This design comes from an exercise in tuning for small area on the open sky130 flow, not from production work.
The RTL was checked by simulation tests, not by an equivalence proof against the original design.

violet:
Design ResonantLowPassFilter, start of the top module:
module ResonantLowPassFilter(
    input clk,
    input signed [15:0] audio_in,
    input signed [15:0] cutoff,
    input signed [15:0] resonance,
    input signed [15:0] gain,
    input reset_n,
    output reg signed [15:0] filtered_audio
);
export LEC_CHECK = 0
export ABC_AREA = 1
export CAP_MARGIN = 20
export CORE_MARGIN = 2
export CORE_UTILIZATION = 60
export CTS_BUF_LIST = sky130_fd_sc_hd__clkbuf_4 sky130_fd_sc_hd__clkbuf_8
export SLEW_MARGIN = 20
export SYNTH_HIERARCHICAL = 1
create_clock -name core_clock -period 7.0 [get_ports {clk}]
run.sh (not shown) runs the stock make flow with config.mk's settings and CLKGATE_MAP_FILE= SYNTH_SCRIPT=/design/flow/synth_recipe.tcl, a recipe that flattens the netlist after the stock synthesis.
Here is what was changed in the inputs of lagoon compared with violet.
# violet
export LEC_CHECK = 0
export ABC_AREA = 1
export CAP_MARGIN = 20
export CORE_MARGIN = 2
export CORE_UTILIZATION = 60
export CTS_BUF_LIST = sky130_fd_sc_hd__clkbuf_4 sky130_fd_sc_hd__clkbuf_8
export SLEW_MARGIN = 20
export SYNTH_HIERARCHICAL = 1
create_clock -name core_clock -period 7.0 [get_ports {clk}]
# lagoon
export LEC_CHECK = 0
export ABC_AREA = 1
export CAP_MARGIN = 20
export CORE_MARGIN = 2
export CORE_UTILIZATION = 40
export SLEW_MARGIN = 20
export SYNTH_HIERARCHICAL = 1
create_clock -name core_clock -period 7.0 [get_ports {clk}]
Results
- Comparing routed wire length for violet and lagoon, the smaller number came from violet.
- lagoon vs violet: count of cells along the worst register-to-register path up in lagoon
- Post-route cell area: lagoon vs violet up about 1.6%
- Compared with violet, in lagoon synthesis-to-layout area growth rose 1.7 points; number of sinks handled by clock tree synthesis about even; shortest clock period the worst path allows after layout fell 100 ps.
Here is what was changed in the inputs of raven compared with lagoon.
# lagoon
export LEC_CHECK = 0
export ABC_AREA = 1
export CAP_MARGIN = 20
export CORE_MARGIN = 2
export CORE_UTILIZATION = 40
export SLEW_MARGIN = 20
export SYNTH_HIERARCHICAL = 1
create_clock -name core_clock -period 7.0 [get_ports {clk}]
# raven
export LEC_CHECK = 0
export ABC_AREA = 1
export CAP_MARGIN = 0
export CORE_MARGIN = 2
export CORE_UTILIZATION = 60
export CTS_BUF_LIST = sky130_fd_sc_hd__clkbuf_4 sky130_fd_sc_hd__clkbuf_8
export SLEW_MARGIN = 0
export SYNTH_HIERARCHICAL = 1
create_clock -name core_clock -period 7.0 [get_ports {clk}]
### Flow results
- Compared with lagoon, raven shows a lower count of placed standard cells including taps.
- The tap cell count reported for raven is smaller than that of lagoon by 30%.
- Compared to lagoon, raven has total routing usage reported by global routing 9.4 points higher.


== job 9014 ==
ResonantLowPassFilter, a different RTL version from the one above (not shown whole).
Size: roughly 96 flip-flops, roughly 82 I/O pins.
// ResonantLowPassFilter
module ResonantLowPassFilter(
    input clk,
    input signed [15:0] audio_in,
    input signed [15:0] cutoff,
    input signed [15:0] resonance,
    input signed [15:0] gain,
    input reset_n,
    output reg signed [15:0] filtered_audio
);
    reg signed [15:0] state, nfeedback;    
    reg signed [15:0] sum_reg;
    reg signed [15:0] alpha, beta;
    genvar i;
    wire [16:0] sx = {state, 1'b0};
    wire [7:0] neg, one, two, nz;
    generate for (i = 0; i < 8; i = i + 1) begin : enc
        assign neg[i] = sx[2*i+2];
        assign one[i] = sx[2*i+1] ^ sx[2*i];
        assign two[i] = (sx[2*i+2] & ~sx[2*i+1] & ~sx[2*i]) | (~sx[2*i+2] & sx[2*i+1] & sx[2*i]);
        assign nz[i]  = one[i] | two[i];
    end endgenerate
    wire s_min = state[15] & ~|state[14:0];
    wire ca = s_min & alpha[15] & ~|alpha[14:0];
    wire cb = s_min & beta[15] & ~|beta[14:0];
    wire ppbeta_1;
    assign ppbeta_1 = one[0] & beta[0];
    wire ppbeta_2;
    assign ppbeta_2 = ((one[0] & beta[1]) | (two[0] & beta[0])) ^ neg[0];
    wire ppbeta_3;
    assign ppbeta_3 = ((one[0] & beta[2]) | (two[0] & beta[1])) ^ neg[0];
    wire ppbeta_4;
    assign ppbeta_4 = ((one[0] & beta[3]) | (two[0] & beta[2])) ^ neg[0];
    wire ppbeta_5;
    assign ppbeta_5 = ((one[0] & beta[4]) | (two[0] & beta[3])) ^ neg[0];
    wire ppbeta_6;
    assign ppbeta_6 = ((one[0] & beta[5]) | (two[0] & beta[4])) ^ neg[0];
    wire ppbeta_7;
    assign ppbeta_7 = ((one[0] & beta[6]) | (two[0] & beta[5])) ^ neg[0];
    wire ppbeta_8;
    assign ppbeta_8 = ((one[0] & beta[7]) | (two[0] & beta[6])) ^ neg[0];
    wire ppbeta_9;
    assign ppbeta_9 = ((one[0] & beta[8]) | (two[0] & beta[7])) ^ neg[0];
    wire ppbeta_10;
    assign ppbeta_10 = ((one[0] & beta[9]) | (two[0] & beta[8])) ^ neg[0];
    wire ppbeta_11;
    assign ppbeta_11 = ((one[0] & beta[10]) | (two[0] & beta[9])) ^ neg[0];
    wire ppbeta_12;
    assign ppbeta_12 = ((one[0] & beta[11]) | (two[0] & beta[10])) ^ neg[0];
    wire ppbeta_13;
    assign ppbeta_13 = ((one[0] & beta[12]) | (two[0] & beta[11])) ^ neg[0];
    wire ppbeta_14;
  ...
export LEC_CHECK = 0
export ABC_AREA = 1
export CAP_MARGIN = 20
export CORE_MARGIN = 2
export CORE_UTILIZATION = 70
export SLEW_MARGIN = 20
export SYNTH_HIERARCHICAL = 1
create_clock -name core_clock -period 7.0 [get_ports {clk}]
standard.sh (not shown) runs the stock make flow with config.mk's settings and CLKGATE_MAP_FILE= SYNTH_SCRIPT=/design/flow/synth_recipe.tcl, a recipe that flattens the netlist after the stock synthesis.
==> flow/flow/run.sh <==
#!/bin/bash
# The standard layout, with: the standard flow's synthesis but a stronger ABC area
# script; the smallest buffer on the ports; upsized synthesis cells
# downsized after floorplan; buffers from placement repair retried at the
# smallest size; a clock tree without dummy loads.
set -euo pipefail
export FLOW_WORK=$PWD
export FLOW_ABC_SCRIPT=$PWD/flow/abc_area2.script
bash standard.sh \
  "SYNTH_SCRIPT=$PWD/flow/synth.tcl" \
  "BUFFER_PORTS_ARGS=-buffer_cell sky130_fd_sc_hd__buf_1" \
  "POST_FLOORPLAN_TCL=$PWD/flow/downsize.tcl" \
  "POST_RESIZE_TCL=$PWD/flow/bufdown.tcl" \
  "CTS_ARGS=-sink_clustering_enable -repair_clock_nets -dont_use_dummy_load -buf_list {sky130_fd_sc_hd__clkbuf_4 sky130_fd_sc_hd__clkbuf_8}" \
  finish > standard_flow.log 2>&1
==> flow/flow/abc_area2.script <==
strash
&get -n
&st
&dch
&nf -R 1000
&put
strash
dch -f
map -a
topo
==> flow/flow/bufdown.tcl <==
# After the placement repair: try the smallest buffer in place of each
# buffer that repair inserted, then repair slew and capacitance again.
set db [ord::get_db]
set b1 [$db findMaster sky130_fd_sc_hd__buf_1]
set n 0
foreach inst [[ord::get_db_block] getInsts] {
  set name [[$inst getMaster] getName]
  if {[string match "place*" [$inst getName]] && [regexp {^sky130_fd_sc_hd__buf_[2-9]} $name]} {
    $inst swapMaster $b1
    incr n
  }
}
puts "bufdown.tcl: downsized $n buffers"
estimate_parasitics -placement
repair_design -slew_margin 20 -cap_margin 20
==> flow/flow/downsize.tcl <==
# After floorplan: give every combinational cell that synthesis upsized the
# smallest drive strength of its kind; the later repair steps upsize again
# wherever slew, capacitance or timing needs it.
set db [ord::get_db]
set n 0
foreach inst [[ord::get_db_block] getInsts] {
  set name [[$inst getMaster] getName]
  if {![regexp {^(sky130_fd_sc_hd__[a-z0-9]+)_([0-9]+)$} $name -> base size]} { continue }
  if {$size <= 1} { continue }
  if {[regexp {__(df|dl|sdf|edf|clk|tap|fill|decap|conb|buf|lpflow|probe)} $base]} { continue }
  foreach s {0 1} {
    set m [$db findMaster ${base}_$s]
    if {$m != "NULL" && $m != ""} {
      $inst swapMaster $m
      incr n
      break
    }
  }
}
puts "downsize.tcl: downsized $n cells"
==> flow/flow/synth.tcl <==
# The standard flow's own synthesis script (synth_recipe.tcl, sourced unchanged), with
# Yosys's abc call given a stronger area script (abc_area2.script).
proc abc {args} {
  set i [lsearch -exact $args -script]
  if {$i >= 0} { set args [lreplace $args [expr {$i + 1}] [expr {$i + 1}] $::env(FLOW_ABC_SCRIPT)] }
  yosys abc {*}$args
}
source $::env(FLOW_WORK)/synth_recipe.tcl
No stage failed in job 9014, and the final checks on the layout all came back clean.
--- input diff job 9014..job 8743 ---
==> flow/flow/run.sh <==
#!/bin/bash
# The standard layout, with the smallest buffer on the ports, upsized
# synthesis cells downsized after floorplan, and a clock tree without dummy
# loads.
set -euo pipefail
bash standard.sh \
  "BUFFER_PORTS_ARGS=-buffer_cell sky130_fd_sc_hd__buf_1" \
  "POST_FLOORPLAN_TCL=$PWD/flow/downsize.tcl" \
  "CTS_ARGS=-sink_clustering_enable -repair_clock_nets -dont_use_dummy_load -buf_list {sky130_fd_sc_hd__clkbuf_4 sky130_fd_sc_hd__clkbuf_8}" \
  finish > standard_flow.log 2>&1
removed: flow/flow/abc_area2.script
removed: flow/flow/bufdown.tcl
removed: flow/flow/synth.tcl
Notes after the runs:
- Job 9014 has a lower die area than job 8743.
- Vias: job 8743 above job 9014
- Taking job 9014 as the reference, in job 8743 mapped cell area now larger, synthesized cell count now larger, non-clock buffer count now smaller, maximum clock skew at final layout now smaller, clock period minus worst slack now smaller.
### job 8743 -> job 2985
# job 8743
export LEC_CHECK = 0
export ABC_AREA = 1
export CAP_MARGIN = 20
export CORE_MARGIN = 2
export CORE_UTILIZATION = 70
export SLEW_MARGIN = 20
export SYNTH_HIERARCHICAL = 1
create_clock -name core_clock -period 7.0 [get_ports {clk}]
# job 2985
export LEC_CHECK = 0
export ABC_AREA = 1
export CAP_MARGIN = 20
export CORE_MARGIN = 2
export CORE_UTILIZATION = 80
export SLEW_MARGIN = 20
export SYNTH_HIERARCHICAL = 1
create_clock -name core_clock -period 7.0 [get_ports {clk}]
==> flow/flow/run.sh <==
#!/bin/bash
# The standard layout, with: the standard flow's synthesis but a stronger ABC area
# script; the smallest buffer on the ports; upsized synthesis cells
# downsized after floorplan; a clock tree without dummy loads.
set -euo pipefail
export FLOW_WORK=$PWD
export FLOW_ABC_SCRIPT=$PWD/flow/abc_area2.script
bash standard.sh \
  "SYNTH_SCRIPT=$PWD/flow/synth.tcl" \
  "BUFFER_PORTS_ARGS=-buffer_cell sky130_fd_sc_hd__buf_1" \
  "POST_FLOORPLAN_TCL=$PWD/flow/downsize.tcl" \
  "CTS_ARGS=-sink_clustering_enable -repair_clock_nets -dont_use_dummy_load -buf_list {sky130_fd_sc_hd__clkbuf_4 sky130_fd_sc_hd__clkbuf_8}" \
  finish > standard_flow.log 2>&1
==> flow/flow/abc_area2.script (new file) <==
strash
&get -n
&st
&dch
&nf -R 1000
&put
strash
dch -f
map -a
topo
==> flow/flow/synth.tcl (new file) <==
# The standard flow's own synthesis script (synth_recipe.tcl, sourced unchanged), with
# Yosys's abc call given a stronger area script (abc_area2.script).
proc abc {args} {
  set i [lsearch -exact $args -script]
  if {$i >= 0} { set args [lreplace $args [expr {$i + 1}] [expr {$i + 1}] $::env(FLOW_ABC_SCRIPT)] }
  yosys abc {*}$args
}
source $::env(FLOW_WORK)/synth_recipe.tcl
Results
- Comparing job 8743 and job 2985, the higher global-route usage was measured on job 2985.
- Cell area after synthesis delta for job 2985 relative to job 8743: 5.8% lower
- Sort job 8743 and job 2985 by via count desc -> top: job 2985
- Job 2985 ended up with sky130_fd_sc_hd__dfrtp_4 as its cell at the slowest stage of the critical path; job 8743 ended up with sky130_fd_sc_hd__fa_1.
Setup changes, job 2985 to job 4899
# job 2985
export LEC_CHECK = 0
export ABC_AREA = 1
export CAP_MARGIN = 20
export CORE_MARGIN = 2
export CORE_UTILIZATION = 80
export SLEW_MARGIN = 20
export SYNTH_HIERARCHICAL = 1
create_clock -name core_clock -period 7.0 [get_ports {clk}]
# job 4899
export LEC_CHECK = 0
export ABC_AREA = 1
export CAP_MARGIN = 20
export CORE_MARGIN = 2
export CORE_UTILIZATION = 70
export PLACE_DENSITY_LB_ADDON = 0.2
export SLEW_MARGIN = 20
export SYNTH_HIERARCHICAL = 1
create_clock -name core_clock -period 7.0 [get_ports {clk}]
==> flow/flow/run.sh <==
#!/bin/bash
# The standard layout, with the smallest buffer on the ports, upsized
# synthesis cells downsized after floorplan, and a clock tree without dummy
# loads.
set -euo pipefail
bash standard.sh \
  "BUFFER_PORTS_ARGS=-buffer_cell sky130_fd_sc_hd__buf_1" \
  "POST_FLOORPLAN_TCL=$PWD/flow/downsize.tcl" \
  "CTS_ARGS=-sink_clustering_enable -repair_clock_nets -dont_use_dummy_load -buf_list {sky130_fd_sc_hd__clkbuf_4 sky130_fd_sc_hd__clkbuf_8}" \
  finish > standard_flow.log 2>&1
removed: flow/flow/abc_area2.script
removed: flow/flow/synth.tcl
Findings:
The final layout from job 4899, which completed every stage, passed the timing, design-rule and antenna checks at the end of the flow.
When job 4899 is set beside job 2985, its number of combinational gates with multiple inputs turns out to be 69 larger.
Of job 2985 and job 4899, the run reporting the lower clock period minus final worst setup slack was job 4899.
Measured against job 4899, the count of plain and timing-repair buffers of job 2985 comes out at 1.09 times the reference value.
Relative to job 4899, the following input files were edited for job 8316:
# job 4899
export LEC_CHECK = 0
export ABC_AREA = 1
export CAP_MARGIN = 20
export CORE_MARGIN = 2
export CORE_UTILIZATION = 70
export PLACE_DENSITY_LB_ADDON = 0.2
export SLEW_MARGIN = 20
export SYNTH_HIERARCHICAL = 1
create_clock -name core_clock -period 7.0 [get_ports {clk}]
# job 8316
export LEC_CHECK = 0
export ABC_AREA = 1
export CAP_MARGIN = 20
export CORE_MARGIN = 2
export CORE_UTILIZATION = 80
export SLEW_MARGIN = 20
export SYNTH_HIERARCHICAL = 1
create_clock -name core_clock -period 7.0 [get_ports {clk}]
### Flow results
Looking at vias after detailed routing across both flows, job 8316 is the weaker of the two, with job 4899 ahead. For job 4899, the worst setup path endpoint was sum_reg[6], unlike job 8316, where it was sum_reg[7]. Job 8316 vs job 4899: final cell count down by a few percent. Re sum of routed wire length over all layers: job 8316 is 3.5% up on job 4899. Looking at die extent in y, job 8316 sits about 6% below job 4899.
[inputs] job 3594 vs job 8316
# job 8316
export LEC_CHECK = 0
export ABC_AREA = 1
export CAP_MARGIN = 20
export CORE_MARGIN = 2
export CORE_UTILIZATION = 80
export SLEW_MARGIN = 20
export SYNTH_HIERARCHICAL = 1
create_clock -name core_clock -period 7.0 [get_ports {clk}]
# job 3594
export LEC_CHECK = 0
export ABC_AREA = 1
export CAP_MARGIN = 20
export CORE_MARGIN = 2
export CORE_UTILIZATION = 70
export SLEW_MARGIN = 20
export SYNTH_HIERARCHICAL = 1
create_clock -name core_clock -period 7.0 [get_ports {clk}]
==> flow/flow/run.sh <==
#!/bin/bash
# The standard layout, with: the standard flow's synthesis but a stronger ABC area
# script; the smallest buffer on the ports; upsized synthesis cells
# downsized after floorplan; a clock tree without dummy loads.
set -euo pipefail
export FLOW_WORK=$PWD
export FLOW_ABC_SCRIPT=$PWD/flow/abc_area2.script
bash standard.sh \
  "SYNTH_SCRIPT=$PWD/flow/synth.tcl" \
  "BUFFER_PORTS_ARGS=-buffer_cell sky130_fd_sc_hd__buf_1" \
  "POST_FLOORPLAN_TCL=$PWD/flow/downsize.tcl" \
  "CTS_ARGS=-sink_clustering_enable -repair_clock_nets -dont_use_dummy_load -buf_list {sky130_fd_sc_hd__clkbuf_4 sky130_fd_sc_hd__clkbuf_8}" \
  finish > standard_flow.log 2>&1
==> flow/flow/abc_area2.script (new file) <==
strash
&get -n
&st
&dch
&nf -R 1000
&put
strash
dch -f
map -a
topo
==> flow/flow/synth.tcl (new file) <==
# The standard flow's own synthesis script (synth_recipe.tcl, sourced unchanged), with
# Yosys's abc call given a stronger area script (abc_area2.script).
proc abc {args} {
  set i [lsearch -exact $args -script]
  if {$i >= 0} { set args [lreplace $args [expr {$i + 1}] [expr {$i + 1}] $::env(FLOW_ABC_SCRIPT)] }
  yosys abc {*}$args
}
source $::env(FLOW_WORK)/synth_recipe.tcl
[summary]
- Job 3594 reached the end of the flow, and the finished layout is clean on the timing, design-rule and antenna checks.
- Job 3594 improves on job 8316 in clock skew.
- Job 3594 against job 8316: total wirelength of the detailed-routed design went down about 1.6%, delay of the slowest critical-path stage went down 20 ps, data arrival time of the worst path went up 40 ps.
- Diff job 8316 -> job 3594: core footprint higher, worst hold slack higher.
- Global-route track usage on met2 delta for job 3594 relative to job 8316: 6.3 points lower
- Of job 8316 and job 3594, job 3594 shows the lower net count of the mapped netlist, with job 8316 above it.
- In the flow results for job 8316 and job 3594, the minimum setup slack in the final design is larger on job 3594.

afterwards: timing with drivers on the ports:
The results above use ideal ports. As a check the final layouts listed here were re-extracted and re-timed, cells and wires unchanged. Step 1 assumes that a clkbuf_16 drives the clock port and a buf_2 every other input. Step 2 adds t to the input delays and takes it off the output delays; t is the mean of the earliest and latest rising clock arrival at the registers after step 1. Input paths then give back, and output paths get back, about the clock's delay inside the block. a / b / c = ideal / step 1 / step 2; a / b = the first two.
run | t (ns) | setup slack, ns | worst hold slack (ns) | clock arrival spread, ns | worst data-port slew with drivers (ns)
violet | 0.434 | 0.390 / 0.390 / 0.356 | 0.358 / 0.358 / 0.358 | 0.016 / 0.016 | 0.05
lagoon | 0.433 | 0.494 / 0.494 / 0.322 | 0.348 / 0.348 / 0.348 | 0.017 / 0.017 | 0.04
raven | 0.434 | 0.390 / 0.390 / 0.356 | 0.358 / 0.358 / 0.358 | 0.016 / 0.016 | 0.05
job 9014 | 0.421 | 0.263 / 0.263 / 0.263 | 0.352 / 0.352 / 0.352 | 0.042 / 0.041 | 0.04
job 8743 | 0.419 | 0.502 / 0.502 / 0.485 | 0.350 / 0.350 / 0.350 | 0.034 / 0.034 | 0.03
job 2985 | 0.435 | 0.254 / 0.254 / 0.254 | 0.356 / 0.356 / 0.356 | 0.043 / 0.044 | 0.04
job 4899 | 0.417 | 0.514 / 0.514 / 0.514 | 0.325 / 0.325 / 0.325 | 0.036 / 0.036 | 0.04
job 8316 | 0.427 | 0.451 / 0.451 / 0.440 | 0.340 / 0.340 / 0.340 | 0.043 / 0.043 | 0.04
job 3594 | 0.430 | 0.461 / 0.461 / 0.461 | 0.351 / 0.351 / 0.351 | 0.037 / 0.037 | 0.04
After both steps setup and hold are still met in every run listed. For lagoon, which loses most, drivers alone change the setup slack by 0.000 ns; drivers and shift together by -0.172 ns.
